This design comes from an exercise in tuning for small area on the open sky130 flow, not from production work. At most, simulation tests tie the RTL to the original design; equivalence was not proved. Only the layout flow was run in runs 7 to 9; the RTL was not checked for function there. Power figures rest on the tool's default switching activity, not on a simulated workload. The flow treats the clock pin as an ideal source, which a real chip does not have.

==> flow/flow/run.sh <==
#!/bin/bash
# The standard ORFS layout, with two changes passed to its make through the
# environment: ports are buffered with the smallest buffer, and clock tree
# synthesis adds no dummy loads. Each step's full log stays under orfs/logs/.
set -euo pipefail
cd "$(dirname "$0")/.."
export BUFFER_PORTS_ARGS="-buffer_cell sky130_fd_sc_hd__buf_1"
export CTS_ARGS="-sink_clustering_enable -repair_clock_nets -dont_use_dummy_load -sink_clustering_size 25 -sink_clustering_max_diameter 100"
bash standard.sh > standard.log 2>&1
==> flow/standard.sh <==
#!/bin/bash
# synth_recipe.tcl (not shown) runs the flow's synth.tcl, then flattens the netlist and writes it again
# the make line also repeats each setting of config.mk as NAME=value (left out here)
make -C /OpenROAD-flow-scripts/flow DESIGN_CONFIG=/design/flow/config.mk WORK_HOME=/design/flow/orfs CLKGATE_MAP_FILE= SYNTH_SCRIPT=/design/flow/synth_recipe.tcl "${@:-finish}"
==> flow/config.mk <==
export PLATFORM = sky130hd
export DESIGN_NAME = Memory
export DESIGN_NICKNAME = Memory
export VERILOG_FILES = /design/flow/design.v
export SDC_FILE = /design/flow/constraint.sdc
export NUM_CORES = 4
export LEC_CHECK = 0
export CAP_MARGIN = 0
export CORE_MARGIN = 2
export CORE_UTILIZATION = 50
export CTS_CLUSTER_DIAMETER = 100
export CTS_CLUSTER_SIZE = 25
export SLEW_MARGIN = 0
export SYNTH_HIERARCHICAL = 1
export SYNTH_MINIMUM_KEEP_SIZE = 0
==> flow/constraint.sdc <==
create_clock -name core_clock -period 5.0 [get_ports {clk}]
set_input_delay 1.0000 -clock core_clock [delete_from_list [all_inputs] [get_ports {clk}]]
set_output_delay 1.0000 -clock core_clock [all_outputs]
set_load 0.01 [all_outputs]
==> flow/design.v <==
module Memory #(parameter Depth = 4,
                parameter Data_width = 32)
               ( input  wire clk,
                 input  wire rst,
                 input  wire EN,
                 input  wire wr_en,
                 input  wire rd_en,
                 input  wire [  Depth    - 1 : 0] add,
                 input  wire [Data_width - 1 : 0] Data_in,
                 output reg  valid_out,
                 output wire [Data_width - 1 : 0] Data_out
               );
localparam W = Data_width;
wire do_wr = EN & rd_en & ~wr_en;
wire do_rd = EN & wr_en & ~rd_en;
reg          phase;
reg  [W-1:0] st [0:15];
reg  [15:0]  written;
reg  [W-1:0] dq;
always @(posedge clk or negedge rst)
    if (~rst) phase <= 1'b0;
    else      phase <= ~phase;
wire [W-1:0] col = Data_in ^ {W{phase}};
wire [15:0] nsel;
wire [W-1:0] pr [0:7];
genvar r;
generate
    for (r = 0; r < 16; r = r + 1) begin : row
        wire         we  = do_wr & (add == r);
        wire         nwe = ~we;
        wire [W-1:0] nx;
        assign nsel[r] = ~(~do_wr & (add == r));
        oai22 #(W) u_nx (.a1(st[r]), .a2({W{we}}), .b1(col), .b2({W{nwe}}), .y(nx));
        always @(posedge clk)
            st[r] <= nx;
        always @(posedge clk or negedge rst)
            if (~rst)    written[r] <= 1'b0;
            else if (we) written[r] <= 1'b1;
    end
    for (r = 0; r < 8; r = r + 1) begin : rp
        oai22 #(W) u_rd (.a1(st[2*r]),   .a2({W{nsel[2*r]}}),
                         .b1(st[2*r+1]), .b2({W{nsel[2*r+1]}}), .y(pr[r]));
    end
endgenerate
wire [W-1:0] q0, q1, nq, dnx;
or4v   #(W) u_q0 (.a(pr[0]), .b(pr[1]), .c(pr[2]), .d(pr[3]), .y(q0));
or4v   #(W) u_q1 (.a(pr[4]), .b(pr[5]), .c(pr[6]), .d(pr[7]), .y(q1));
nor2v  #(W) u_nq (.a(q0), .b(q1), .y(nq));
oai21v #(W) u_dq (.a1(dq), .a2({W{~do_wr}}), .b(nq), .y(dnx));
always @(posedge clk)
    dq <= dnx;
assign Data_out = dq ^ {W{phase}};
always @(posedge clk)
    if (~do_wr)
        valid_out <= do_rd & written[add];
endmodule
module oai22 #(parameter W = 1)
             (input wire [W-1:0] a1, a2, b1, b2, output wire [W-1:0] y);
assign y = ~((a1 | a2) & (b1 | b2));
endmodule
module or4v #(parameter W = 1)
            (input wire [W-1:0] a, b, c, d, output wire [W-1:0] y);
assign y = a | b | c | d;
endmodule
module nor2v #(parameter W = 1)
             (input wire [W-1:0] a, b, output wire [W-1:0] y);
assign y = ~(a | b);
endmodule
module oai21v #(parameter W = 1)
              (input wire [W-1:0] a1, a2, b, output wire [W-1:0] y);
assign y = ~((a1 | a2) & b);
endmodule
==> notes.md, run 1 <==
Slew margin rel.: 0.120
Reg2Reg Depth: 3
RSZ-0062 raised after global routing: false
Post-CTS Resized: 0
Area post-placement: 19500 µm²
Register area share after synthesis: 0.627
Via count: 16000
Final setup fails: 0
Synth warn: 9
Tcrit/Tclk final: 0.681
FP Rows: 69
CP delay by family, top: flip-flops
Via/cell ratio: 7.10
GPL Wtd Cong: 0.836
Core footprint: 35600 µm²
Clk sinks: 562
WL final: 64100 µm
Fmax: 0.294 GHz
DPL Wire Length: 36200 µm
Global route hottest layer: met2
First-pass GRT wire length: 96300 µm
Max_cap viols: 0
Worst Hold Class: reg -> reg
Nets: 1837
Wire per inst: 28.4 µm
Top_reg_cell synth: dfxtp_1
Hold path depth: 1
Starting Density: 0.509
Gr usage total: 0.329
# DRC: 0
Worst-path cell chain: buf_4 > xor2_1 > buf_1
Chip height: 194 µm
CP Data Required Time: 4000 ps
Startpoint Class: register
Worst Max-Slew Pin Slew: 1320 ps
Pleak: 0.00767 µW
Fin area: 20200 µm²
Fin crit period: 3400 ps
Final hold violations: 0
Synth unique cells: 29
IO Pins: 74
H-tree depth: 1
Port Buffers: 73
Pwr dens: 451 nW/µm²
Clock slew at reported path FFs: 100 ps
Mapped Cells: 1636
Worst path arrival time: 2400 ps
Number of detailed-route iterations in the first pass: 5
Status: complete, no violations
Worst Clk Skew: 29.6 ps
Die area: 37700 µm²
CP Max Fanout: 47
Asr flop ratio synth: 0.0302
Drt first-iter violations: 1812
Post CTS Setup Buffer Count: 0
Met2 Track Usage GR: 0.540
Antenna Violating Nets Remaining: 0
Syn_nets: 1677
Root cell of the clock tree: clkbuf_16
CTS tree: yes
Largest net degree at the start of global routing: 48
Total CTS buffers: 26
Antenna violations before repair: 0
Skew-Pair Late Insertion Delay: 570 ps
Hold buffers post-CTS: 0
CTS Buffer Depth: 3
Grt total ovfl: 0
Die X: 194 µm
Buf/Inv on CP: 2
Max VDD drop: 0.321 mV
Post-synth EDFFs: 1
Area Overhead vs Synth: 11.5%
TNS Setup: 0 ps
Max incr delay on CP: 990 ps
Syn Area/Cell: 11.1 µm²
Worst Setup Path Type: reg -> out
Fin util: 0.567
CP Depth: 3
CP Capture Type: output port
Met1 Usage GRT: 0.449
CP max-delay cell: dfrtp_4
GR Util met3: 0.0430
Antenna Cells: 0
Post-Syn Area: 18100 µm²
Slew Limit Fails: 0
Vias in the first global route: 15300
Layout cells sized above 1: 0.0702
#FFs+latches synth: 562
-- placed cells by master, fill, tap and decap left out, drive strengths merged, types with 2 or more instances in the layout --
cell type	netlist	final
buf	11	145
clkbuf	2	26
dfrtp	17	17
dfxtp	544	544
inv	19	19
mux2	2	2
mux2i	2	2
mux4	2	2
nand2	26	26
nand2b	11	11
nand3	7	7
nor2	45	45
nor2b	3	3
nor3	2	2
o21ai	32	32
o22ai	769	769
or2	7	7
or4	64	64
xor2	64	64
-- path summary, 6_finish.rpt --
kind | from | slack [ps] | to
max reg2reg | phase | 2180 | st[0][26]
max | phase | 1600 | Data_out[21]
max in group asynchronous | rst | 3730 | phase
min reg2reg | st[7][21] | 450 | st[7][21]
min | st[7][21] | 450 | st[7][21]
min in group asynchronous | rst | 560 | written[6]
-- cell type report --
cell class	instances	area [µm²]
clock buffers	26	651
fillers	3130	15400
multi-input cells	1042	6690
inverters	19	71.3
repair buffers	145	840
well taps	461	577
flip-flops and latches	562	11300
-- registers in the layout (all words and copies together), names as in the netlist --
register and count:
st 512, written 16, dq 32, phase 1, valid_out 1
-- layer usage --
| layer | wire length (µm) | share of wire | vias up |
|---|---|---|---|
| met2 | 30100 | 0.47 | 805 |
| met3 | 4780 | 0.075 | 152 |
| met5 | 0 | 0 | - |
| met1 | 27100 | 0.42 | 8025 |
| li1 | - | - | 7022 |
| met4 | 2050 | 0.032 | 0 |
-- cells in the mapped netlist (2+ instances only) --
cell type / number / area (µm²)
xor2_1: 64 / 561
nand2b_1: 11 / 68.8
or2_2: 7 / 43.8
nand2_1: 26 / 97.6
dfxtp_1: 544 / 10900
buf_2: 10 / 50.1
dfrtp_1: 17 / 425
o21ai_1: 32 / 160
nor2b_1: 2 / 12.5
nor3_1: 2 / 10.0
nor2_1: 45 / 169
mux2i_1: 2 / 20.0
inv_1: 19 / 71.3
mux2_2: 2 / 22.5
or4_1: 64 / 480
o22ai_1: 769 / 4810
nand3_1: 7 / 35.0
mux4_2: 2 / 45.0
-- power breakdown --
part,internal (µW),switching (µW),total (µW)
clock,931,1340,2270
combinational,551,516,1070
sequential,5300,457,5760
total,6780,2310,9090
-- kinds of logic after synthesis --
| kind of cell | synth area share |
|---|---|
| flops | 0.627 |
| mux | 0.00484 |
| buf+inv | 0.00796 |
| simple gates | 0.0524 |
| xor+xnor | 0.0310 |
| compound gates | 0.277 |
-- metrics by stage --
step | total power (µW) | worst slack [ps] | hold slack, ps | std cells
floorplan | 6490 | 1320 | 422 | 1636
global placement | 6820 | 1110 | 430 | 2229
detailed placement | 6880 | 1080 | 438 | 2229
CTS | 9080 | 1560 | 446 | 2255
global route | 9450 | 1430 | 460 | 2255
finish | 9090 | 1600 | 446 | 2255
==> inputs of run 2 (changes only) <==
--- a/flow/flow/run.sh
+++ b/flow/flow/run.sh
@@ -5,5 +5,5 @@
 set -euo pipefail
 cd "$(dirname "$0")/.."
 export BUFFER_PORTS_ARGS="-buffer_cell sky130_fd_sc_hd__buf_1"
-export CTS_ARGS="-sink_clustering_enable -repair_clock_nets -dont_use_dummy_load -sink_clustering_size 25 -sink_clustering_max_diameter 100"
+export CTS_ARGS="-sink_clustering_enable -repair_clock_nets -dont_use_dummy_load -sink_clustering_size 30 -sink_clustering_max_diameter 100 -buf_list {sky130_fd_sc_hd__clkbuf_8 sky130_fd_sc_hd__clkbuf_16}"
 bash standard.sh > standard.log 2>&1
--- a/flow/config.mk
+++ b/flow/config.mk
@@ -7,9 +7,8 @@
 export LEC_CHECK = 0
 export CAP_MARGIN = 0
 export CORE_MARGIN = 2
-export CORE_UTILIZATION = 50
-export CTS_CLUSTER_DIAMETER = 100
-export CTS_CLUSTER_SIZE = 25
+export CORE_UTILIZATION = 65
+export GPL_TIMING_DRIVEN = 0
 export SLEW_MARGIN = 0
 export SYNTH_HIERARCHICAL = 1
 export SYNTH_MINIMUM_KEEP_SIZE = 0
==> run 2 against run 1 <==
Utilization increased by 16 points. Clock-buffer cell count is 4 lower. Critical path type is now in -> reg. Non-clock buffer count down 38. Final area about the same. Global-route usage rose by 7.6 points. The layout now fails its checks (capacitance limit, slew limit). Register-to-register slack gained 160 ps. Synthesized cell count is the same. Via count is 1.5% higher.
==> notes.md, run 2 <==
Status: finished with violations
Layout check failures: capacitance limit, slew limit
CP Max Fanout: 34
Total CTS buffers: 22
Pwr dens: 443 nW/µm²
Post CTS Setup Buffer Count: 0
Wire per inst: 28.5 µm
Hold Slack: 448 ps
Fin crit period: 4530 ps
Fin util: 0.731
Vias in the first global route: 15600
CTS Buffer Depth: 3
Most used cell, CP: buf_16
Most common cell after layout, fill and taps aside: o22ai_1
Max_cap viols: 2
Largest net degree at the start of global routing: 35
Reg2reg end: st[13][12]
CP max-delay cell: clkinv_1
Mapped Cells: 1636
Skew-Pair Late Insertion Delay: 560 ps
Worst Setup Path Type: in -> reg
H-tree depth: 1
Max incr delay on CP: 1110 ps
Top Registers: st x512, dq x32, written x16
Fmax: 0.221 GHz
R2R setup slack: 2340 ps
Synth warn: 9
Area Overhead vs Synth: 11.4%
Worst-path cell chain: buf_1 > and3b_1 > buf_2 > inv_1 > buf_16 > nor3_1 > nand2_2 > clkinv_1 > buf_16 > o22ai_1
Die X: 171 µm
Number of detailed-route iterations in the first pass: 6
Starting Density: 0.656
Chip height: 171 µm
Synth unique cells: 29
Hold buffers post-CTS: 0
#FFs+latches synth: 562
Worst setup path start: wr_en
Worst Clk Skew: 27.2 ps
GPL Wtd Cong: 0.856
Antenna Violating Nets Remaining: 0
Hold path start: st[6][20]
IO Pins: 74
Fillers: 1975
Core footprint: 27600 µm²
Register area share after synthesis: 0.627
Area of the multi-input gates: 6780 µm²
Clock slew at reported path FFs: 100 ps
# DRC: 0
Worst r2r src: phase
Yosys top cell area share: 0.602
Max VDD drop: 0.359 mV
First-pass GRT wire length: 89700 µm
Post-Syn Area: 18100 µm²
Count leader, synth: o22ai_1
Syn_nets: 1677
CP Capture Type: register
Synth top area cells: dfxtp_1, o22ai_1, xor2_1
Hold path depth: 1
Antenna violations before repair: 0
Startpoint Class: primary input
Top_reg_cell synth: dfxtp_1
Register Area: 11300 µm²
DPL Wire Length: 33700 µm
Reg2Reg Depth: 4
Via/cell ratio: 7.63
Post-synth EDFFs: 1
Slew Limit Fails: 66
Nets: 1795
Layout cells sized above 1: 0.0674
Post-CTS Resized: 0
WL final: 60800 µm
Asr flop ratio synth: 0.0302
RSZ-0062 raised after global routing: false
Grt total ovfl: 0
Top cells by count, synth: o22ai_1, dfxtp_1, or4_1, xor2_1, nor2_1
FP Rows: 61
Max reg flops: 512
Overall power: 8930 µW
Worst Hold Class: reg -> reg
Worst Max-Slew Pin Slew: 1570 ps
Commonest non-fill, non-tap cells in the layout: o22ai_1, dfxtp_1, buf_1, or4_1, xor2_1
Clk sinks: 562
Final setup fails: 0
Tcrit/Tclk final: 0.906
Root cell of the clock tree: clkbuf_16
Antenna Cells: 0
Pleak: 0.00758 µW
Slew margin rel.: -0.0501
Via count: 16200
Worst Hold Path EP: st[6][20]
Worst path arrival time: 4980 ps
Leading area contributor after synthesis: dfxtp_1
Gr usage total: 0.405
CP Data Required Time: 5450 ps
Largest reg by FF count: st
CTS tree: yes
Port Buffers: 70
Final hold violations: 0
Drt first-iter violations: 2059
Syn Area/Cell: 11.1 µm²
Die area: 29200 µm²
[run 2: per-layer routing]
metal | track usage | wire (µm)
met1 | 0.497 | 22300
met2 | 0.678 | 29000
met3 | 0.0687 | 6310
met4 | 0.231 | 3160
met5 | 0 | 0
[run 2: area by class of cell]
cell class | instances | area share
Sequential cell | 562 | 0.563
Multi-Input combinational cell | 1042 | 0.336
Timing Repair Buffer | 94 | 0.0430
Clock buffer | 22 | 0.0273
Tap cell | 378 | 0.0235
Buffer | 13 | 0.00360
Inverter | 19 | 0.00354
[run 2: how the worst max path moves through the flow]
stage / endpoint / slack [ps] / cells past startpoint
global route: st[0][23] / 550 / 10
CTS: st[0][23] / 190 / 8
finish: st[0][23] / 470 / 10
global placement: st[9][7] / -1670 / 7
detailed placement: st[0][23] / -390 / 8
floorplan: st[13][0] / 1320 / 7
[run 2: kinds of logic (layout without fill, tap and decap cells)]
group | Yosys count | after routing | synth area share
flops | 562 | 562 | 0.627
buf+inv | 32 | 148 | 0.00796
compound gates | 804 | 804 | 0.277
simple gates | 168 | 168 | 0.0524
xor+xnor | 64 | 64 | 0.0310
mux | 6 | 6 | 0.00484
[run 2: worst max-delay path, delay by kind of cell]
family / cells / cell delay, ps
buf+inv: 6 / 2600
simple gates: 3 / 1140
compound gates: 1 / 200
[run 2: where the power goes]
group	internal (µW)	total (µW)	switching (µW)
clock network	798	2090	1290
logic	549	1090	541
registers	5300	5750	450
[run 2: metrics by stage]
step           worst slack [ps]  instances  instance area (µm²)  TNS, ps
3_5_place_dp               -394       2102                19400   -10760
4_1_cts                     191       2124                20000        0
3_3_place_gp              -1670       2084                18800  -411380
2_1_floorplan              1320       1636                18100        0
5_1_grt                     548       2130                20200        0
6_report                    472       2130                20200        0
==> inputs of run 3 (changes only) <==
--- a/flow/config.mk
+++ b/flow/config.mk
@@ -8,7 +8,7 @@
 export CAP_MARGIN = 0
 export CORE_MARGIN = 2
 export CORE_UTILIZATION = 65
-export GPL_TIMING_DRIVEN = 0
+export GPL_TIMING_DRIVEN = 1
 export SLEW_MARGIN = 0
 export SYNTH_HIERARCHICAL = 1
 export SYNTH_MINIMUM_KEEP_SIZE = 0
==> run 3 against run 2 <==
The run now finishes clean. First-iteration DRC count up 18%. Clock-buffer cell count is the same. Largest power group unchanged. Wire length grew 3.0%. Flip-flop and latch count unchanged.
==> notes.md, run 3 <==
Hold buffers post-CTS: 0
Syn Area/Cell: 11.1 µm²
Final setup fails: 0
Syn_nets: 1677
Post-Syn Area: 18100 µm²
TNS Setup: 0 ps
Core footprint: 27600 µm²
# DRC: 0
CP Data Required Time: 5440 ps
Antenna violations before repair: 0
Final hold violations: 0
Tcrit/Tclk final: 0.662
Max_cap viols: 0
Leading area contributor after synthesis: dfxtp_1
Wire per inst: 28.8 µm
Fin crit period: 3310 ps
Clock slew at reported path FFs: 110 ps
Fin util: 0.725
CP Max Fanout: 20
Starting Density: 0.656
Slew Limit Fails: 0
First-pass GRT wire length: 92000 µm
Top Registers: st x512, dq x32, written x16
Reg2Reg Depth: 3
Post-synth EDFFs: 1
Port Buffers: 73
Worst Max-Slew Pin Slew: 1390 ps
Worst path arrival time: 3750 ps
Most common cell after layout, fill and taps aside: o22ai_1
Startpoint Class: primary input
Max reg flops: 512
Vias in the first global route: 15000
Pleak: 0.00763 µW
Area Overhead vs Synth: 10.5%
Worst setup path start: add[2]
#FFs+latches synth: 562
Worst setup path end: dq[7]
RSZ-0062 raised after global routing: false
Nets: 1835
Antenna Cells: 0
Die X: 171 µm
Drt first-iter violations: 2433
Area of the multi-input gates: 6670 µm²
Yosys top cell area share: 0.602
Skew-Pair Late Insertion Delay: 550 ps
Mapped Cells: 1636
Chip height: 171 µm
Clk sinks: 562
IO Pins: 74
Status: complete, no violations
Number of detailed-route iterations in the first pass: 6
Area post-placement: 19400 µm²
Max VDD drop: 0.338 mV
Register Area: 11300 µm²
Post CTS Setup Buffer Count: 0
Top_reg_cell synth: dfxtp_1
Reg2reg end: st[8][14]
CP Capture Type: register
Register area share after synthesis: 0.627
CTS Buffer Depth: 3
R2R setup slack: 2240 ps
Count leader, synth: o22ai_1
Synth warn: 9
Total CTS buffers: 22
Via/cell ratio: 7.66
Layout cells sized above 1: 0.0670
Synth top area cells: dfxtp_1, o22ai_1, xor2_1
Fmax: 0.302 GHz
CTS tree: yes
Largest reg by FF count: st
Top cells by count, synth: o22ai_1, dfxtp_1, or4_1, xor2_1, nor2_1
Worst r2r src: phase
WL final: 62600 µm
Slew margin rel.: 0.0713
Antenna Violating Nets Remaining: 0
H-tree depth: 1
Post-CTS Resized: 0
DPL Wire Length: 35700 µm
Root cell of the clock tree: clkbuf_16
Commonest non-fill, non-tap cells in the layout: o22ai_1, dfxtp_1, buf_1, buf_4
Fin area: 20000 µm²
Via count: 16600
Pwr dens: 448 nW/µm²
FP Rows: 61
Worst Setup Path Type: in -> reg
Worst Clk Skew: 27.2 ps
Gr usage total: 0.417
GPL Wtd Cong: 0.928
Synth unique cells: 29
Worst Hold Class: reg -> reg
Asr flop ratio synth: 0.0302
Largest net degree at the start of global routing: 41
Hold path start: st[14][31]
Grt total ovfl: 0
Fillers: 2085
Die area: 29200 µm²
-- run 3: changes by cell type in the layout (fill, tap and decap cells not counted), sizes merged --
cell    before  now
buf        105  147
clkinv       4    0
inv         15   19
clkbuf      24   22
-- run 3: logic make-up (layout without fill, tap and decap cells) --
logic type / after synthesis / count (layout) / share of synthesized area
buf+inv: 32 / 188 / 0.00796
compound gates: 804 / 804 / 0.277
flops: 562 / 562 / 0.627
mux: 6 / 6 / 0.00484
xor+xnor: 64 / 64 / 0.0310
simple gates: 168 / 168 / 0.0524
-- run 3: metal layers --
layer	track usage	routed length, µm
met1	0.591	24200
met4	0.195	3010
met2	0.608	27100
met5	0	0
met3	0.0962	8350
-- run 3: through the flow --
step	hold slack, ps	std cells	total power, µW	setup slack, ps
global placement	430	2148	6810	1320
CTS	449	2170	8880	1720
detailed placement	438	2148	6890	1240
finish	448	2170	8950	1690
floorplan	422	1636	6490	1320
global route	456	2170	9250	1610
-- run 3: final cells by class --
class | count | share of cell area
clock buffers | 22 | 0.0275
inverters | 19 | 0.00357
multi-input cells | 1042 | 0.333
flip-flops and latches | 562 | 0.568
well taps | 378 | 0.0237
repair buffers | 147 | 0.0440
-- run 3: critical path, stage by stage --
cell     delay (ps)
buf_1           380
inv_1           190
nand2_1         240
nor2_1          130
nand2_1         620
buf_12          280
o22ai_1         130
or4_1           570
nor2_1          130
o21ai_1          70
-- run 3: how the worst min path moves through the flow --
stage          depth (start not counted)    endpoint  slack (ps)
6_report                               1  st[14][31]         450
2_1_floorplan                          1   st[11][0]         420
3_3_place_gp                           1   st[5][20]         430
3_5_place_dp                           1   st[3][28]         440
5_1_grt                                1  st[10][20]         460
4_1_cts                                1   st[3][31]         450
-- run 3: where the power goes --
group | total [µW] | switching [µW] | internal, µW
combinational | 1090 | 534 | 551
sequential | 5760 | 465 | 5300
clock | 2100 | 1310 | 798
==> inputs of run 4 (changes only) <==
==> flow/run.sh (new file) <==
#!/bin/bash
# synth_recipe.tcl (not shown) runs the flow's synth.tcl, then flattens the netlist and writes it again
# the make line also repeats each setting of config.mk as NAME=value (left out here)
make -C /OpenROAD-flow-scripts/flow DESIGN_CONFIG=/design/flow/config.mk WORK_HOME=/design/flow/orfs CLKGATE_MAP_FILE= SYNTH_SCRIPT=/design/flow/synth_recipe.tcl finish
==> flow/config.mk (replaced) <==
export PLATFORM = sky130hd
export DESIGN_NAME = Memory
export DESIGN_NICKNAME = Memory
export VERILOG_FILES = /design/flow/design.v
export SDC_FILE = /design/flow/constraint.sdc
export NUM_CORES = 4
export LEC_CHECK = 0
export CAP_MARGIN = 20
export CORE_MARGIN = 2
export CORE_UTILIZATION = 40
export SLEW_MARGIN = 20
export SYNTH_HIERARCHICAL = 1
export SYNTH_MINIMUM_KEEP_SIZE = 0
removed: flow/flow/run.sh
removed: flow/standard.sh
==> run 4 against run 3 <==
First-iteration DRC count fell by 27%. Sequential share of layout area fell by 6.2 points. Non-clock buffer count rose by 7. Wire length rose by 2.6%. Via count fell by 2.2%. Clock skew fell by 8.1 ps. Worst setup slack got worse by 220 ps. Register-to-register slack improved by 720 ps. Global-route usage fell by 15 points. Die area rose by 61%.
==> notes.md, run 4 <==
Status: complete, no violations
Die area: 46900 µm²
Sequential share of power: 0.504
Gr usage total: 0.264
Max_cap viols: 0
Tcrit/Tclk final: 0.705
CTS tree: yes
CP Data Required Time: 5470 ps
GPL Wtd Cong: 0.848
Pwr dens: 510 nW/µm²
Pleak: 0.00865 µW
Commonest non-fill, non-tap cells in the layout: o22ai_1, dfxtp_1, clkdlybuf4s50_1, buf_4, or4_1
Register Area: 11300 µm²
Slew Limit Fails: 0
Layout cells sized above 1: 0.117
Internal Pwr Total: 8690 µW
FP Rows: 77
Clock slew at reported path FFs: 60 ps
Asr flop ratio synth: 0.0302
Chip height: 217 µm
Post-CTS Resized: 0
Via count: 16300
Total CTS buffers: 56
CP max-delay cell: clkdlybuf4s50_1
Post-synth EDFFs: 1
Final setup fails: 0
Worst Clk Skew: 19.1 ps
Number of detailed-route iterations in the first pass: 7
Synth warn: 9
Antenna violations before repair: 1
Starting Density: 0.407
Synth top area cells: dfxtp_1, o22ai_1, xor2_1
Fillers: 4007
Combinational share of power: 0.102
Mapped Cells: 1636
CP Max Fanout: 12
Top Registers: st x512, dq x32, written x16
CP delay by family, top: simple AND/OR/NAND/NOR gates
Final hold violations: 0
Nets: 1876
Largest reg by FF count: st
Syn Area/Cell: 11.1 µm²
Yosys top cell area share: 0.602
Wire per inst: 26.0 µm
Worst-path cell chain: clkdlybuf4s50_1 > inv_1 > nand2_1 > nor2_1 > nand2_1 > buf_4 > o22ai_1 > or4_1 > nor2_1 > o21ai_1
Buf/Inv on CP: 3
First-pass GRT wire length: 95400 µm
#FFs+latches synth: 562
Skew-Pair Late Insertion Delay: 620 ps
DPL Wire Length: 38300 µm
Worst Max-Slew Pin Slew: 873 ps
# DRC: 0
Fin crit period: 3520 ps
Fmax: 0.284 GHz
TNS Setup: 0 ps
Worst setup path start: add[2]
Leading area contributor after synthesis: dfxtp_1
RSZ-0062 raised after global routing: false
Post CTS Setup Buffer Count: 0
Sw Share: 0.241
Largest net degree at the start of global routing: 56
Hold buffers post-CTS: 0
Area Overhead vs Synth: 24.1%
Syn_nets: 1677
Worst Setup Path Type: in -> reg
Max VDD drop: 0.271 mV
CP Capture Type: register
CTS Buffer Depth: 3
Root cell of the clock tree: clkbuf_16
Max reg flops: 512
Top cells by count, synth: o22ai_1, dfxtp_1, or4_1, xor2_1, nor2_1
WL final: 64200 µm
Port Buffers: 73
Core footprint: 44400 µm²
Register area share after synthesis: 0.627
Synth unique cells: 29
Slew margin rel.: 0.418
Area post-placement: 20300 µm²
Drt first-iter violations: 1782
Most common cell after layout, fill and taps aside: o22ai_1
Hold Slack: 442 ps
Worst path arrival time: 4000 ps
Grt total ovfl: 0
Vias in the first global route: 15600
H-tree depth: 2
Area of the multi-input gates: 6810 µm²
Via/cell ratio: 6.57
Antenna Violating Nets Remaining: 0
Fin area: 22500 µm²
Worst r2r src: phase
Clk sinks: 562
Hold path start: st[7][9]
Clock network fraction of total power: 0.394
IO Pins: 74
Count leader, synth: o22ai_1
Worst Hold Class: reg -> reg
Post-Syn Area: 18100 µm²
Switching pwr: 2760 µW
Die X: 217 µm
Max incr delay on CP: 690 ps
Startpoint Class: primary input
Top_reg_cell synth: dfxtp_1
## run 4: cell counts after synthesis
Identical to the previous run, type by type.
## run 4: metal layers
layer / vias to the layer above / part of all wire / global-route usage
met5: - / 0 / 0
met3: 155 / 0.079 / 0.0480
met2: 831 / 0.46 / 0.425
li1: 7138 / - / -
met4: 0 / 0.035 / 0.107
met1: 8138 / 0.42 / 0.350
## run 4: power groups by stage
| stage | sequential (µW) | combinational, µW | clock [µW] |
|---|---|---|---|
| after CTS | 5750 | 1150 | 4550 |
| after floorplan | 5710 | 783 | 0 |
| after global routing | 5840 | 1260 | 4730 |
| after global placement | 5810 | 1100 | 0 |
| after detailed placement | 5840 | 1150 | 0 |
| final | 5770 | 1170 | 4510 |
## run 4: final timing paths
path | endpoint | slack, ps | depth (start not counted)
max | dq[15] | 1480 | 10
min | st[7][9] | 440 | 1
max reg2reg | st[12][13] | 2960 | 3
min reg2reg | st[7][9] | 440 | 1
max in group asynchronous | phase | 3600 | 1
min in group asynchronous | written[13] | 840 | 1
## run 4: worst reg2reg max path: stages, from the launching register on
cell,delay [ps]
dfrtp_4,690
buf_16,310
xor2_2,730
o22ai_1,160
## run 4: area by class of cell
class,instances,area share
Clock inverter,22,0.0144
Antenna cell,1,0.000111
Timing Repair Buffer,154,0.0655
Inverter,19,0.00318
Clock buffer,82,0.0748
Multi-Input combinational cell,1042,0.303
Sequential cell,562,0.505
Tap cell,592,0.0330
## run 4: kinds of logic after synthesis
family / share of synthesized area
compound gates: 0.277
buf+inv: 0.00796
simple gates: 0.0524
flops: 0.627
xor+xnor: 0.0310
mux: 0.00484
## run 4: metrics by stage
step	utilization	total power [µW]	cells	setup WS [ps]
5_1_grt	0.505	11800	2473	1400
3_5_place_dp	0.458	6990	2368	948
4_1_cts	0.503	11500	2472	1140
6_report	0.506	11400	2474	1480
3_3_place_gp	0.457	6910	2368	985
2_1_floorplan	-	6490	1636	1320
==> inputs of run 5 (changes only) <==
==> flow/config.mk (replaced) <==
export PLATFORM = sky130hd
export DESIGN_NAME = Memory
export DESIGN_NICKNAME = Memory
export VERILOG_FILES = /design/flow/design.v
export SDC_FILE = /design/flow/constraint.sdc
export NUM_CORES = 4
export LEC_CHECK = 0
export CAP_MARGIN = 0
export CORE_MARGIN = 2
export CORE_UTILIZATION = 70
export CTS_CLUSTER_DIAMETER = 100
export CTS_CLUSTER_SIZE = 30
export SLEW_MARGIN = 0
export SYNTH_HIERARCHICAL = 1
export SYNTH_MINIMUM_KEEP_SIZE = 0
==> run 5 against run 4 <==
Sequential share of layout area increased by 5.1 points. Critical path type is now reg -> out. Final cell count decreased by 14%. Clock power decreased by 53%. Still clean. Global-route usage increased by 18 points.
==> notes.md, run 5 <==
Die area: 27100 µm²
Pleak: 0.00783 µW
Worst Setup Path Type: reg -> out
Max incr delay on CP: 1030 ps
Yosys top cell area share: 0.602
Synth top area cells: dfxtp_1, o22ai_1, xor2_1
CP Capture Type: output port
Fmax: 0.268 GHz
Root cell of the clock tree: clkbuf_16
Hold Slack: 449 ps
CP max-delay cell: dfrtp_4
Max_cap viols: 0
Hold path depth: 1
Die X: 165 µm
Final setup fails: 0
#FFs+latches synth: 562
Top cells by count, synth: o22ai_1, dfxtp_1, or4_1, xor2_1, nor2_1
Vias in the first global route: 16000
Area Overhead vs Synth: 12.7%
Reg2Reg Depth: 3
Syn_nets: 1677
Number of detailed-route iterations in the first pass: 7
Layout cells sized above 1: 0.0626
Reg2reg end: st[15][3]
Non-Filler Instances: 2119
Post-CTS Resized: 0
Via count: 16700
Antenna Violating Nets Remaining: 0
Synth warn: 9
IO Pins: 74
Core footprint: 25300 µm²
R2R setup slack: 2250 ps
Top_reg_cell synth: dfxtp_1
Nets: 1827
Antenna violations before repair: 1
Worst r2r src: phase
Leading area contributor after synthesis: dfxtp_1
Total CTS buffers: 22
Worst setup path start: phase
H-tree depth: 1
Status: complete, no violations
# DRC: 0
DPL Wire Length: 33100 µm
Max reg flops: 512
Sequential share of power: 0.636
Drt first-iter violations: 2798
Combinational share of power: 0.130
CP Max Fanout: 51
Internal Pwr Total: 6760 µW
Tcrit/Tclk final: 0.747
Worst Max-Slew Pin Slew: 1370 ps
Fin crit period: 3730 ps
Post CTS Setup Buffer Count: 0
Worst Hold Path EP: st[6][25]
Count leader, synth: o22ai_1
CTS tree: yes
Clock slew at reported path FFs: 110 ps
Area post-placement: 19800 µm²
Largest reg by FF count: st
Largest net degree at the start of global routing: 52
Hold path start: st[6][25]
Startpoint Class: register
Slew Limit Fails: 0
Clk sinks: 562
Starting Density: 0.716
Gr usage total: 0.440
Post-synth EDFFs: 1
Port Buffers: 73
Asr flop ratio synth: 0.0302
Worst-path cell chain: buf_4 > xor2_1 > clkdlybuf4s50_1
Chip height: 165 µm
Worst Hold Class: reg -> reg
Skew-Pair Late Insertion Delay: 570 ps
Most common cell after layout, fill and taps aside: o22ai_1
Final hold violations: 0
CP delay by family, top: flip-flops
Slew margin rel.: 0.0829
Worst path arrival time: 2730 ps
Post-Syn Area: 18100 µm²
Clock network fraction of total power: 0.234
Top Registers: st x512, dq x32, written x16
Sw Share: 0.256
CP Data Required Time: 4000 ps
Buf/Inv on CP: 2
TNS Setup: 0 ps
Fin area: 20400 µm²
Worst Clk Skew: 17.1 ps
Pwr dens: 446 nW/µm²
Max VDD drop: 0.432 mV
Hold buffers post-CTS: 0
Fillers: 1589
Syn Area/Cell: 11.1 µm²
Synth unique cells: 29
Commonest non-fill, non-tap cells in the layout: o22ai_1, dfxtp_1, clkdlybuf4s50_1, xor2_1, or4_1
CTS Buffer Depth: 3
Switching pwr: 2320 µW
FP Rows: 58
Mapped Cells: 1636
Via/cell ratio: 7.88
First-pass GRT wire length: 90800 µm
RSZ-0062 raised after global routing: false
WL final: 61000 µm
GPL Wtd Cong: 0.860
Register area share after synthesis: 0.627
Wire per inst: 28.8 µm
Grt total ovfl: 0
Placed cell count: 2092
run 5: worst reg2reg max path, delay by kind of cell (launching register included):
| family | cells | cell delay [ps] |
|---|---|---|
| flip-flops | 1 | 1030 |
| XOR/XNOR | 1 | 1030 |
| buffers and inverters | 1 | 350 |
| AO/OA/AOI/OAI | 1 | 170 |
run 5: cell families (layout without fill, tap and decap cells):
| logic type | Yosys count | in the layout | share of synthesized area |
|---|---|---|---|
| compound gates | 804 | 804 | 0.277 |
| flops | 562 | 562 | 0.627 |
| simple gates | 168 | 168 | 0.0524 |
| xor+xnor | 64 | 64 | 0.0310 |
| buf+inv | 32 | 184 | 0.00796 |
| mux | 6 | 6 | 0.00484 |
| other cells | 0 | 1 | 0 |
run 5: worst max-delay path by stage:
stage / to / slack, ps / depth (start not counted)
after detailed placement: st[6][13] / 1000 / 7
after CTS: Data_out[24] / 1290 / 3
after global placement: st[6][28] / 1020 / 7
after floorplan: st[13][0] / 1320 / 7
final: Data_out[24] / 1270 / 3
after global routing: Data_out[24] / 1180 / 3
run 5: layer usage:
metal  GRT usage  wire, µm  vias up
li1            -         -     6991
met1       0.541     21500     7949
met2       0.701     27700     1403
met3       0.101      7700      361
met4       0.282      4060        0
met5           0         0        -
run 5: final cells by class:
| type | count | area [µm²] | area share |
|---|---|---|---|
| flip-flops and latches | 562 | 11300 | 0.557 |
| repair buffers | 139 | 1310 | 0.0645 |
| multi-input cells | 1042 | 6650 | 0.326 |
| well taps | 330 | 413 | 0.0203 |
| clock buffers | 24 | 558 | 0.0274 |
| inverters | 19 | 71.3 | 0.00350 |
| clock inverters | 2 | 25.0 | 0.00123 |
| diodes | 1 | 2.50 | 0.000123 |
run 5: power by group through the flow:
stage	clock network [µW]	logic, µW	registers [µW]
2_1_floorplan	0	783	5710
3_3_place_gp	0	1080	5800
3_5_place_dp	0	1140	5840
4_1_cts	2110	1140	5740
5_1_grt	2260	1260	5840
6_report	2130	1180	5780
run 5: stage by stage:
step	util	setup WS, ps	total power [µW]
after floorplan	-	1320	6490
after global placement	0.784	1020	6870
after detailed placement	0.784	998	6970
after CTS	0.807	1290	9000
after global routing	0.807	1180	9350
final	0.807	1270	9080
==> inputs of run 6 (changes only) <==
--- a/flow/config.mk
+++ b/flow/config.mk
@@ -7,7 +7,7 @@
 export LEC_CHECK = 0
 export CAP_MARGIN = 0
 export CORE_MARGIN = 2
-export CORE_UTILIZATION = 70
+export CORE_UTILIZATION = 50
 export CTS_CLUSTER_DIAMETER = 100
 export CTS_CLUSTER_SIZE = 30
 export SLEW_MARGIN = 0
==> run 6 against run 5 <==
Flip-flop and latch count stayed put. Global-route usage decreased by 11 points. Final cell count rose by 6.4%. Register-to-register slack got worse by 320 ps. Critical path type unchanged. Still clean. Largest cell class unchanged. Critical path depth is the same. Clock skew fell by 4.0 ps. Clock-buffer cell count increased by 1. Die area rose by 39%. Wire length is 7.2% higher. Hold slack better by 1.6 ps. Sequential power about the same. Combinational power about the same.
==> notes.md, run 6 <==
Status: complete, no violations
Leading area contributor after synthesis: dfxtp_1
Worst Clk Skew: 13.1 ps
Post CTS Setup Buffer Count: 0
Chip height: 194 µm
Startpoint Class: register
Top cells by count, synth: o22ai_1, dfxtp_1, or4_1, xor2_1, nor2_1
Worst setup path start: phase
Asr flop ratio synth: 0.0302
Synth unique cells: 29
Worst-path cell chain: buf_4 > xor2_1 > clkdlybuf4s50_1
#FFs+latches synth: 562
Fin util: 0.582
Reg2reg end: st[12][27]
CP Data Required Time: 4000 ps
Layout cells sized above 1: 0.0674
Count leader, synth: o22ai_1
Post-Syn Area: 18100 µm²
Hold path start: st[1][16]
Fillers: 3105
CP Capture Type: output port
Post-CTS Resized: 0
Slew margin rel.: 0.102
Area Overhead vs Synth: 14.4%
DPL Wire Length: 36800 µm
Antenna violations before repair: 0
R2R setup slack: 1930 ps
Total CTS buffers: 22
CP max-delay cell: dfrtp_4
First-pass GRT wire length: 97500 µm
Met2 Track Usage GR: 0.537
Clock slew at reported path FFs: 120 ps
Synth top area cells: dfxtp_1, o22ai_1, xor2_1
CTS Buffer Depth: 3
Core footprint: 35600 µm²
Nets: 1832
Most common cell after layout, fill and taps aside: o22ai_1
Antenna Violating Nets Remaining: 0
Port Buffers: 73
CP Max Fanout: 44
Max_cap viols: 0
Commonest non-fill, non-tap cells in the layout: o22ai_1, dfxtp_1, clkdlybuf4s50_1, xor2_1, or4_1
GR Util met3: 0.0584
Pleak: 0.00787 µW
Post-synth EDFFs: 1
Gr usage total: 0.332
# DRC: 0
Final hold violations: 0
Max VDD drop: 0.428 mV
Via count: 16200
Fin crit period: 3790 ps
Synth warn: 9
Register area share after synthesis: 0.627
Top Registers: st x512, dq x32, written x16
WL final: 65300 µm
Syn Area/Cell: 11.1 µm²
Die area: 37700 µm²
Skew-Pair Late Insertion Delay: 580 ps
Reg2Reg Depth: 4
Fmax: 0.264 GHz
Grt total ovfl: 0
FP Rows: 69
Clk sinks: 562
Hold Slack: 451 ps
Slew Limit Fails: 0
Largest reg by FF count: st
Max reg flops: 512
Root cell of the clock tree: clkbuf_16
Worst r2r src: phase
Vias in the first global route: 15700
Drt first-iter violations: 1790
Largest net degree at the start of global routing: 45
Mapped Cells: 1636
Syn_nets: 1677
Wire per inst: 29.0 µm
Met1 Usage GRT: 0.442
Number of detailed-route iterations in the first pass: 5
Buf/Inv on CP: 2
Die X: 194 µm
Worst Setup Path Type: reg -> out
CP delay by family, top: buffers and inverters
IO Pins: 74
Via/cell ratio: 7.17
Yosys top cell area share: 0.602
Worst path arrival time: 2790 ps
GPL Wtd Cong: 0.846
Antenna Cells: 0
Worst Hold Class: reg -> reg
Tcrit/Tclk final: 0.758
Top_reg_cell synth: dfxtp_1
CTS tree: yes
Pwr dens: 440 nW/µm²
Max incr delay on CP: 970 ps
RSZ-0062 raised after global routing: false
Global route hottest layer: met2
Hold buffers post-CTS: 0
H-tree depth: 1
Hold path depth: 1
Worst Hold Path EP: st[1][16]
Starting Density: 0.509
TNS Setup: 0 ps
Final setup fails: 0
Worst Max-Slew Pin Slew: 1340 ps
run 6: cells by family (layout without fill, tap and decap cells):
logic type,after synthesis,in the layout,share of synthesized area
AOI/OAI and AO/OA,804,804,0.277
xor gates and xnor gates,64,64,0.0310
buffers and inverters,32,190,0.00796
DFF,562,562,0.627
muxes,6,6,0.00484
and+or+nand+nor,168,168,0.0524
run 6: worst register-to-register path: stages (launching register included):
cell and delay, ps:
dfrtp_4 970, buf_4 440, buf_4 250, xor2_1 1040, o22ai_1 190
run 6: area by class of cell:
cell class / instances / area, µm² / area share
repair buffers: 144 / 1430 / 0.0690
inverters: 19 / 71.3 / 0.00345
clock buffers: 25 / 562 / 0.0272
flip-flops and latches: 562 / 11300 / 0.549
multi-input cells: 1042 / 6680 / 0.323
well taps: 461 / 577 / 0.0279
clock inverters: 2 / 25.0 / 0.00121
run 6: metal layers:
layer | routed length [µm] | up-vias
met5 | 0 | -
met4 | 2520 | 0
met3 | 5710 | 185
met2 | 30100 | 912
met1 | 27000 | 8071
li1 | - | 7003
run 6: how the worst max path moves through the flow:
stage | slack [ps] | endpoint | cells after the start
after floorplan | 1320 | st[13][0] | 7
after global placement | 1060 | dq[21] | 9
after detailed placement | 970 | dq[22] | 9
after CTS | 1180 | Data_out[21] | 3
after global routing | 1070 | Data_out[19] | 3
final | 1210 | Data_out[19] | 3
run 6: power by group:
part           internal, µW  switching, µW  leakage (µW)  total, µW
combinational           644            511       0.00261       1160
sequential             5300            457       0.00498       5760
clock                   818           1370      0.000286       2180
total                  6760           2330       0.00787       9090
run 6: per-stage QoR:
| stage | worst slack (ps) | total power [µW] | instance area, µm² | instances |
|---|---|---|---|---|
| 2_1_floorplan | 1320 | 6490 | 18100 | 1636 |
| 3_3_place_gp | 1060 | 6900 | 20100 | 2228 |
| 3_5_place_dp | 969 | 6970 | 20100 | 2228 |
| 4_1_cts | 1180 | 9070 | 20700 | 2255 |
| 5_1_grt | 1070 | 9430 | 20700 | 2255 |
| 6_report | 1210 | 9090 | 20700 | 2255 |
==> inputs of run 7 (changes only) <==
==> flow/design.v (replaced) <==
module Memory #(parameter Depth = 4,
                parameter Data_width = 32)
               ( input  wire clk,
                 input  wire rst,
                 input  wire EN,
                 input  wire wr_en,
                 input  wire rd_en,
                 input  wire [  Depth    - 1 : 0] add,
                 input  wire [Data_width - 1 : 0] Data_in,
                 output reg  valid_out,
                 output reg  [Data_width - 1 : 0] Data_out
               );
wire do_wr = EN & rd_en & ~wr_en;
wire do_rd = EN & wr_en & ~rd_en;
reg                   phase;
reg  [Data_width-1:0] st [0:15];
reg  [15:0]           written;
wire [Data_width-1:0] col = Data_in ^ {Data_width{phase}};
always @(posedge clk or negedge rst)
    if (~rst) phase <= 1'b0;
    else      phase <= ~phase;
wire [15:0] nsel;
wire [Data_width-1:0] pair [0:7];
genvar r;
generate
    for (r = 0; r < 16; r = r + 1) begin : row
        wire we  = do_wr & (add == r);
        wire nwe = ~(we & rst);
        assign nsel[r] = ~(add == r);
        always @(posedge clk)
            st[r] <= ~((st[r] | {Data_width{we}}) & (col | {Data_width{nwe}}));
        always @(posedge clk or negedge rst)
            if (~rst)    written[r] <= 1'b0;
            else if (we) written[r] <= 1'b1;
    end
    for (r = 0; r < 8; r = r + 1) begin : rp
        assign pair[r] = ~((st[2*r]   | {Data_width{nsel[2*r]}}) &
                           (st[2*r+1] | {Data_width{nsel[2*r+1]}}));
    end
endgenerate
wire [Data_width-1:0] nst = pair[0] | pair[1] | pair[2] | pair[3] |
                              pair[4] | pair[5] | pair[6] | pair[7];
always @(posedge clk) begin
    if (~do_wr) begin
        valid_out <= do_rd & written[add];
        Data_out  <= ~nst ^ {Data_width{phase}};
    end
end
endmodule
==> flow/config.mk (replaced) <==
export PLATFORM = sky130hd
export DESIGN_NAME = Memory
export DESIGN_NICKNAME = Memory
export VERILOG_FILES = /design/flow/design.v
export SDC_FILE = /design/flow/constraint.sdc
export NUM_CORES = 4
export LEC_CHECK = 0
export CAP_MARGIN = 20
export CORE_MARGIN = 2
export CORE_UTILIZATION = 70
export CTS_BUF_LIST = sky130_fd_sc_hd__clkbuf_4 sky130_fd_sc_hd__clkbuf_8
export CTS_CLUSTER_SIZE = 30
export SLEW_MARGIN = 20
==> run 7 against run 6 <==
Register-to-register slack better by 380 ps. Clock skew up 14 ps. Flip-flop and latch count unchanged. Combinational power up 16%. Worst setup slack better by 510 ps. Synthesized area up 11%. Power up 21%. Critical path type is now in -> reg. Die area down 20%. Clock power up 83%. Critical path depth up 4. Largest power group unchanged. Global-route usage up 10 points.
==> notes.md, run 7 <==
CTS tree: yes
Die X: 174 µm
Fmax: 0.305 GHz
Top cells by count, synth: o22ai_1, dfxtp_1, clkbuf_1
Combinational share of power: 0.123
Status: complete, no violations
DPL Wire Length: 37500 µm
Nets: 1904
Synth unique cells: 45
Switching pwr: 2750 µW
Grt total ovfl: 0
Starting Density: 0.706
Sw Share: 0.250
Via count: 17500
CTS Buffer Depth: 3
CP Max Fanout: 21
Number of detailed-route iterations in the first pass: 7
#FFs+latches synth: 562
Worst Hold Class: reg -> reg
Slew Limit Fails: 0
Via/cell ratio: 7.57
Hold buffers post-CTS: 0
Post-CTS Resized: 0
Post-synth EDFFs: 33
Largest net degree at the start of global routing: 48
Area of the multi-input gates: 7770 µm²
Worst Max-Slew Pin Slew: 1180 ps
Count leader, synth: o22ai_1
H-tree depth: 3
Worst Setup Path Type: in -> reg
Largest reg by FF count: st
Most common cell after layout, fill and taps aside: o22ai_1
Pleak: 0.00863 µW
Mapped Cells: 1840
Vias in the first global route: 17100
Worst setup path start: rd_en
Final setup fails: 0
Syn Area/Cell: 11.0 µm²
Synth top area cells: dfxtp_1, o22ai_1, edfxtp_1
Max reg flops: 512
Syn_nets: 1881
Worst r2r src: phase
Layout cells sized above 1: 0.187
Antenna Violating Nets Remaining: 0
Top Registers: st x512, Data_out x32, written x16
Gr usage total: 0.432
Clock network fraction of total power: 0.364
Worst Clk Skew: 27.1 ps
Area Overhead vs Synth: 14.8%
Chip height: 174 µm
Leading area contributor after synthesis: dfxtp_1
Clock slew at reported path FFs: 60 ps
Root cell of the clock tree: clkbuf_8
Worst setup slack after layout: 1720 ps
Worst-path cell chain: clkdlybuf4s50_1 > and3b_1 > nand2_1 > nor3_1 > nand2_1 > buf_4 > o22ai_1
Antenna Cells: 0
CP Data Required Time: 5530 ps
Sequential share of power: 0.513
Worst path arrival time: 3800 ps
Overall power: 11000 µW
Die area: 30200 µm²
Max incr delay on CP: 630 ps
WL final: 67300 µm
Post-Syn Area: 20200 µm²
Max VDD drop: 0.355 mV
CP Capture Type: register
Register Area: 11700 µm²
Drt first-iter violations: 2783
Tcrit/Tclk final: 0.655
Max_cap viols: 0
Slew margin rel.: 0.213
Yosys top cell area share: 0.508
Internal Pwr Total: 8230 µW
Most used cell, CP: nand2_1
Fin crit period: 3280 ps
# DRC: 0
Hold path start: st[5][29]
CP max-delay cell: nand2_1
Commonest non-fill, non-tap cells in the layout: o22ai_1, dfxtp_1, clkbuf_8, clkdlybuf4s50_1, buf_4
Clk sinks: 562
RSZ-0062 raised after global routing: false
Top_reg_cell synth: dfxtp_1
Core footprint: 28500 µm²
First-pass GRT wire length: 100000 µm
Antenna violations before repair: 0
Startpoint Class: primary input
GPL Wtd Cong: 0.888
Total CTS buffers: 86
Synth warn: 2
Wire per inst: 29.1 µm
IO Pins: 74
Skew-Pair Late Insertion Delay: 620 ps
Asr flop ratio synth: 0.0302
Post CTS Setup Buffer Count: 0
TNS Setup: 0 ps
Final hold violations: 0
Fillers: 1785
Pre-CTS WS: 1250 ps
Port Buffers: 73
Register area share after synthesis: 0.579
FP Rows: 62
Pwr dens: 474 nW/µm²
## run 7: cell families after synthesis
| group | synth area share |
|---|---|
| buf+inv | 0.0479 |
| compound gates | 0.267 |
| flops | 0.579 |
| xor+xnor | 0.0278 |
| mux | 0.0550 |
| simple gates | 0.0238 |
## run 7: power by group through the flow
stage,logic [µW],registers (µW),clock network (µW)
after floorplan,947,5610,0
after CTS,1320,5610,3980
after global routing,1440,5690,4190
final,1350,5630,4000
after detailed placement,1310,5690,0
after global placement,1260,5660,0
## run 7: worst paths after layout
| kind | end | slack (ps) | cells past startpoint |
|---|---|---|---|
| max | st[13][26] | 1720 | 7 |
| min | st[5][29] | 450 | 1 |
| max reg2reg | st[11][17] | 2310 | 3 |
| min reg2reg | st[5][29] | 450 | 1 |
| max in group asynchronous | phase | 4090 | 2 |
| min in group asynchronous | written[6] | 700 | 2 |
## run 7: per-stage QoR
step / instance area (µm²) / cells / hold WS [ps] / util
after floorplan: 20200 / 1840 / 425 / -
after global placement: 21100 / 2157 / 433 / 0.740
after detailed placement: 21200 / 2157 / 443 / 0.742
after CTS: 23000 / 2312 / 451 / 0.806
after global routing: 23200 / 2314 / 465 / 0.811
final: 23200 / 2314 / 451 / 0.811
## run 7: cell type report
type                    count  share of cell area
clock buffers             139              0.0743
multi-input cells        1060               0.336
well taps                 384              0.0208
flip-flops and latches    562               0.504
clock inverters            16             0.00503
repair buffers            147              0.0594
inverters                   6            0.000973
## run 7: layer usage
metal,global-route usage,part of all wire,up-vias,routed length [µm]
met1,0.555,0.37,8450,24800
li1,-,-,7301,-
met4,0.236,0.055,0,3720
met5,0,0,-,0
met3,0.138,0.13,325,9080
met2,0.653,0.44,1443,29700
## run 7: critical path, delay by kind of cell
| family | cells | cell delay (ps) |
|---|---|---|
| AO/OA/AOI/OAI | 1 | 190 |
| buffers and inverters | 2 | 950 |
| AND/OR/NAND/NOR | 4 | 1640 |
==> inputs of run 8 (changes only) <==
--- a/flow/config.mk
+++ b/flow/config.mk
@@ -7,7 +7,5 @@
 export LEC_CHECK = 0
 export CAP_MARGIN = 20
 export CORE_MARGIN = 2
-export CORE_UTILIZATION = 70
-export CTS_BUF_LIST = sky130_fd_sc_hd__clkbuf_4 sky130_fd_sc_hd__clkbuf_8
-export CTS_CLUSTER_SIZE = 30
+export CORE_UTILIZATION = 40
 export SLEW_MARGIN = 20
==> run 8 against run 7 <==
Final area is 1.4% higher. Clock-buffer cell count is 50 lower. Wire length is 4.4% higher. Largest power group unchanged. Highest routed layer unchanged.
==> notes.md, run 8 <==
Status: complete, no violations
Layout cells sized above 1: 0.157
Core footprint: 50000 µm²
Hold buffers post-CTS: 0
Synth Area in Compound Gates: 0.267
Worst Clk Skew: 11.8 ps
CP Data Required Time: 5340 ps
First-pass GRT wire length: 105000 µm
Clock slew at reported path FFs: 60 ps
Most common cell after layout, fill and taps aside: o22ai_1
Synth top area cells: dfxtp_1, o22ai_1, edfxtp_1
Top_reg_cell synth: dfxtp_1
Post-CTS Resized: 0
TNS Setup: 0 ps
Synth Area in XOR/XNOR: 0.0278
Tcrit/Tclk final: 0.661
RSZ-0062 raised after global routing: false
Post-Syn Area: 20200 µm²
Leading area contributor after synthesis: dfxtp_1
Count leader, synth: o22ai_1
Post-Synth Simple-Gate Area: 0.0238
Final hold violations: 0
Max VDD drop: 0.258 mV
Grt total ovfl: 0
Worst path arrival time: 3650 ps
Synth unique cells: 45
Worst r2r src: phase
FP Rows: 82
Fmax: 0.303 GHz
Max_cap viols: 0
Chip height: 229 µm
Die X: 229 µm
Number of detailed-route iterations in the first pass: 6
Reg2Reg Depth: 3
Hold path start: st[14][6]
Port Buffers: 73
Largest net degree at the start of global routing: 44
Mapped Cells: 1840
Root cell of the clock tree: clkbuf_16
Starting Density: 0.404
Worst Setup Path Type: in -> reg
Asr flop ratio synth: 0.0302
Slew Limit Fails: 0
Pleak: 0.00853 µW
Wire per inst: 27.5 µm
Total CTS buffers: 54
Top Registers: st x512, Data_out x32, written x16
Non-Filler Instances: 2550
R2R setup slack: 2550 ps
Post CTS Setup Buffer Count: 0
Drt first-iter violations: 1939
Largest reg by FF count: st
Top cells by count, synth: o22ai_1, dfxtp_1, clkbuf_1
Startpoint Class: primary input
Via count: 16800
Nets: 1875
Worst Hold Path EP: st[14][6]
Hold Slack: 450 ps
Syn_nets: 1881
Die area: 52200 µm²
Post-Synth Adder-Cell Area: 0
Placed cell count: 2449
H-tree depth: 2
Largest family of logic cells by synthesized area: compound AO/OA/AOI/OAI gates
Post-synth EDFFs: 33
Vias in the first global route: 16600
DPL Wire Length: 40000 µm
Clk sinks: 562
Reg2reg end: st[13][14]
GPL Wtd Cong: 0.852
Max reg flops: 512
CTS Buffer Depth: 3
Antenna violations before repair: 1
Final setup fails: 0
Register area share after synthesis: 0.579
CTS tree: yes
Slew margin rel.: 0.221
# DRC: 0
Area Overhead vs Synth: 16.5%
Synth warn: 2
Pwr dens: 472 nW/µm²
Antenna Violating Nets Remaining: 0
CP Max Fanout: 38
Worst Hold Class: reg -> reg
Worst Max-Slew Pin Slew: 1170 ps
Gr usage total: 0.261
Post-synthesis mux area share: 0.0550
Syn Area/Cell: 11.0 µm²
Yosys top cell area share: 0.508
Hold path depth: 1
#FFs+latches synth: 562
Via/cell ratio: 6.59
CP Capture Type: register
Antenna Cells: 0
Skew-Pair Late Insertion Delay: 610 ps
Commonest non-fill, non-tap cells in the layout: o22ai_1, dfxtp_1, buf_4, clkdlybuf4s50_1, mux2_2
Fin crit period: 3310 ps
IO Pins: 74
WL final: 70200 µm
-- run 8: cell counts after synthesis --
No cell type changed its count.
-- run 8: kinds of logic after synthesis --
logic type	Yosys count
compound gates	804
xor+xnor	64
buf+inv	218
flops	562
mux	97
simple gates	95
-- run 8: worst max-delay path by stage --
stage,start,end,slack [ps],cells after the start
finish,add[1],Data_out[24],1690,7
global route,add[2],st[12][17],1660,6
CTS,add[1],Data_out[24],1820,7
detailed placement,add[1],Data_out[20],1180,7
global placement,add[1],Data_out[14],1060,8
floorplan,add[0],valid_out,2400,5
-- run 8: per-layer routing --
metal | global-route usage | vias up | share of wire
met1 | 0.346 | 8438 | 0.42
met4 | 0.110 | 0 | 0.040
met3 | 0.0637 | 191 | 0.093
met5 | 0 | - | 0
li1 | - | 7269 | -
met2 | 0.407 | 898 | 0.45
-- run 8: power by group --
part           total (µW)  internal (µW)  leakage, µW  switching (µW)
Clock                4120           2350     0.000882            1770
Combinational        1350            749      0.00261             599
Sequential           5620           5250      0.00504             365
-- run 8: critical path: stages --
cell	delay [ps]
clkdlybuf4s50_1	620
or3b_2	900
buf_4	450
o22ai_1	130
o22ai_1	210
o2111a_1	230
xnor2_1	60
-- run 8: per-stage QoR --
stage | cell area, µm² | setup slack (ps) | util | power, µW
2_1_floorplan | 20200 | 2400 | - | 6560
3_3_place_gp | 21500 | 1060 | 0.431 | 6950
3_5_place_dp | 21600 | 1180 | 0.432 | 7020
4_1_cts | 23400 | 1820 | 0.468 | 11100
5_1_grt | 23500 | 1660 | 0.470 | 11500
6_report | 23500 | 1690 | 0.470 | 11100
-- run 8: area by class of cell --
| cell class | count | area [µm²] |
|---|---|---|
| Multi-Input combinational cell | 1060 | 7790 |
| Sequential cell | 562 | 11700 |
| Clock buffer | 89 | 1680 |
| Tap cell | 672 | 841 |
| Fill cell | 4512 | 26500 |
| Timing Repair Buffer | 150 | 1370 |
| Clock inverter | 11 | 105 |
| Inverter | 6 | 22.5 |
==> inputs of run 9 (changes only) <==
==> flow/design.v (replaced) <==
module Memory #(parameter Depth = 4,
			  parameter Data_width = 32)
			 ( input  wire clk,
			   input  wire rst,
			   input  wire EN,
			   input  wire wr_en,
			   input  wire rd_en,
			   input  wire [  Depth    - 1 : 0] add,
			   input  wire [Data_width - 1 : 0] Data_in,
			   output reg  valid_out,
			   output reg  [Data_width - 1 : 0] Data_out
			 );
reg [Data_width-1:0] mem [0:15];
reg [15:0] arr_add [0:15];
integer i;													
integer counter;
always @(posedge clk or negedge rst) begin
	if (~rst) begin
		for (i = 0; i < 16; i = i + 1)
	      begin
	        arr_add[i] <= 16'hFFFF;
	      end
	      counter <= 0; 
	end else if (EN)begin
		if (~wr_en && rd_en)begin
			mem[add]     <= Data_in;
			arr_add[add] <= add;
			if (counter == 15) begin 
				counter <= 1;
			end else begin
			counter <= counter + 1;
			end
		end else if (~rd_en && wr_en)begin
			if (counter == 0 || arr_add[add] != add) begin
			valid_out <= 0;
			Data_out <= 32'hXXXXXXXX;	
			end else begin
			Data_out  <= mem[add];
			valid_out <= 1;	
			end 
			end else begin 
			valid_out <= 0;
			Data_out <= 32'hXXXXXXXX;
			end
	end else begin 
		Data_out <= 32'hXXXXXXXX;
		valid_out <= 0;
	end
end
endmodule
==> run 9 against run 8 <==
Sequential share of layout area increased by 17 points. Final area up 23%. Wire length fell by 6.5%. Via count is 15% lower. Global-route usage decreased by 5.5 points. Synthesized cell count is 22% lower. Worst setup slack got worse by 290 ps. Largest power group unchanged.
==> notes.md, run 9 <==
Layout cells sized above 1: 0.196
Post-Syn Area: 24600 µm²
Clk sinks: 657
Die area: 63500 µm²
# DRC: 0
Worst Setup Path Type: in -> reg
Wire per inst: 27.3 µm
GPL Wtd Cong: 0.865
Combinational share of power: 0.048
CP Capture Type: register
Clock network fraction of total power: 0.425
Synth unique cells: 65
Via/cell ratio: 5.94
Fin util: 0.478
Clock slew at reported path FFs: 60 ps
Antenna Violating Nets Remaining: 0
WL final: 65700 µm
First-pass GRT wire length: 95500 µm
H-tree depth: 3
Leading area contributor after synthesis: edfxtp_1
Buf/Inv on CP: 2
IO Pins: 74
DPL Wire Length: 35800 µm
Port Buffers: 73
Tcrit/Tclk final: 0.720
CP Data Required Time: 5340 ps
Mapped Cells: 1442
Sequential share of power: 0.526
Fmax: 0.278 GHz
Grt total ovfl: 0
Drt first-iter violations: 1688
RSZ-0062 raised after global routing: false
Max incr delay on CP: 1110 ps
Status: complete, no violations
Slew Limit Fails: 0
Max reg flops: 512
Syn Area/Cell: 17.1 µm²
Area Overhead vs Synth: 17.7%
Top_reg_cell synth: edfxtp_1
Total CTS buffers: 69
Register area share after synthesis: 0.783
Post-synth EDFFs: 545
CP max-delay cell: clkdlybuf4s50_1
Max_cap viols: 0
CTS tree: yes
Most common cell after layout, fill and taps aside: edfxtp_1
Syn_nets: 1485
Antenna violations before repair: 2
Number of detailed-route iterations in the first pass: 7
Top cells by count, synth: edfxtp_1, a22oi_1, dfstp_2
Post CTS Setup Buffer Count: 0
Count leader, synth: edfxtp_1
Worst path arrival time: 3940 ps
Commonest non-fill, non-tap cells in the layout: edfxtp_1, a22oi_1, dfstp_2, clkbuf_16, clkdlybuf4s50_1
Synth top area cells: edfxtp_1, dfstp_2, dfrtp_1
Root cell of the clock tree: clkbuf_16
Worst Max-Slew Pin Slew: 1020 ps
Internal Pwr Total: 9180 µW
Largest net degree at the start of global routing: 69
FP Rows: 90
Die X: 252 µm
Hold Slack: 447 ps
Via count: 14300
Slew margin rel.: 0.314
#FFs+latches synth: 657
Core footprint: 60600 µm²
Final hold violations: 0
Starting Density: 0.406
Switching pwr: 2520 µW
CP delay by family, top: buffers and inverters
Worst Clk Skew: 19.1 ps
Top Registers: mem x512, arr_add x80
Pleak: 0.00974 µW
Vias in the first global route: 14000
Largest reg by FF count: mem
Fin crit period: 3600 ps
Max VDD drop: 0.202 mV
Antenna Cells: 0
Skew-Pair Late Insertion Delay: 610 ps
Post-CTS Resized: 0
Pwr dens: 404 nW/µm²
Asr flop ratio synth: 0.170
Hold buffers post-CTS: 0
Yosys top cell area share: 0.665
Fillers: 5103
Worst Hold Class: in -> async
Nets: 1614
Chip height: 252 µm
Startpoint Class: primary input
Worst-path cell chain: clkdlybuf4s50_1 > or4_2 > buf_4 > nand3_1 > nor3_2 > mux2i_1 > nor4_2
TNS Setup: 0 ps
Final setup fails: 0
Synth warn: 3
CTS Buffer Depth: 3
Sw Share: 0.215
CP Max Fanout: 68
Gr usage total: 0.207
## run 9: cell count changes after synthesis, sizes merged, moves of 58 or more
cell	change
o22ai	-666
dfxtp	-512
edfxtp	+512
dfstp	+80
a22oi	+73
clkbuf	-71
a22o	+65
a221oi	+63
buf	-58
## run 9: power groups by stage
stage	Combinational [µW]	Sequential, µW	Clock (µW)
2_1_floorplan	271	6250	0
3_3_place_gp	554	6260	0
3_5_place_dp	564	6260	0
4_1_cts	568	6160	5070
5_1_grt	610	6170	5290
6_report	565	6160	4970
## run 9: metrics by stage
stage / std cells / setup slack [ps] / cell area [µm²] / power (µW)
3_5_place_dp: 2282 / 846 / 26700 / 6830
6_report: 2408 / 1400 / 29000 / 11700
4_1_cts: 2408 / 1470 / 29000 / 11800
2_1_floorplan: 1442 / 1510 / 24600 / 6520
3_3_place_gp: 2282 / 879 / 26700 / 6820
5_1_grt: 2408 / 1260 / 29000 / 12100
## run 9: cell type report
| cell class | instances | area [µm²] | share of cell area |
|---|---|---|---|
| Clock buffer | 91 | 1890 | 0.0653 |
| Clock inverter | 35 | 320 | 0.0111 |
| Inverter | 8 | 30.0 | 0.00104 |
| Multi-Input combinational cell | 694 | 5040 | 0.174 |
| Sequential cell | 657 | 19300 | 0.665 |
| Tap cell | 782 | 978 | 0.0338 |
| Timing Repair Buffer | 141 | 1430 | 0.0495 |
## run 9: cells by family after synthesis
logic type               count (synthesis)  synth area share
flip-flops                             657             0.783
adder cells (fa/ha/maj)                  2           0.00102
AO/OA/AOI/OAI                          312             0.103
AND/OR/NAND/NOR                        343            0.0820
buffers and inverters                   91            0.0171
XOR/XNOR                                26           0.00925
multiplexers                            11           0.00468
## run 9: final timing paths
kind | endpoint | slack, ps | from | cells after the start
max | valid_out | 1400 | add[2] | 7
min | counter[17] | 450 | rst | 1
max reg2reg | counter[28] | 2840 | counter[0] | 7
min reg2reg | counter[31] | 480 | counter[31] | 1
max in group asynchronous | arr_add[6][3] | 3500 | rst | 2
min in group core_clock | counter[31] | 480 | counter[31] | 1
## run 9: worst reg2reg max path: stages, from the launching register on
cell and delay [ps]:
dfrtp_1 420, ha_1 200, nand3_1 170, nor4_4 420, nand2_1 230, nor3_4 320
nand3_1 150, xnor2_1 140
## run 9: layer usage
metal | track usage | share of wire | vias to the layer above
met4 | 0.0517 | 0.020 | 4
met1 | 0.293 | 0.42 | 7447
met3 | 0.0418 | 0.082 | 108
li1 | - | - | 6098
met2 | 0.329 | 0.47 | 657
met5 | 0 | 0.00050 | -

-- static timing again, ports no longer ideal --
How much do the figures lean on ideal ports? The routed layouts below were timed once more, with nothing changed but the port constraints.
Step 1 sets driving cells, clkbuf_16 on the clock port and buf_2 on the other inputs (assumed; they add their load-dependent delay and slew).
Step 2 times the ports against the registers' clock, not the clock port: input delays grow and output delays shrink by t, the midpoint of the rising clock arrivals with the driver on.
a / b / c = ideal ports / drivers / drivers and shift; a / b = the first two.
run | t, ns | slack for setup (ns) | worst setup path after step 2 | worst slew at a driven data input, ns | pins driven straight from the clock port
run 1 | 0.613 | 1.597 / 1.540 / 1.026 | input to register | 0.03 | 1
run 2 | 0.595 | 0.472 / 0.498 / -0.097 | input to register | 0.08 | 1
run 3 | 0.593 | 1.691 / 1.652 / 1.124 | input to register | 0.06 | 1
run 4 | 0.661 | 1.475 / 1.478 / 0.849 | input to register | 0.05 | 1
run 5 | 0.614 | 1.266 / 1.212 / 0.873 | input to register | 0.05 | 1
run 6 | 0.627 | 1.211 / 1.156 / 0.899 | input to register | 0.04 | 1
run 7 | 0.661 | 1.723 / 1.750 / 1.088 | input to register | 0.11 | 1
run 8 | 0.667 | 1.694 / 1.710 / 1.043 | input to register | 0.04 | 1
run 9 | 0.659 | 1.400 / 1.435 / 0.776 | input to register | 0.11 | 1
For run 8, which loses most, drivers alone change the setup slack by +0.016 ns; drivers and shift together by -0.651 ns.
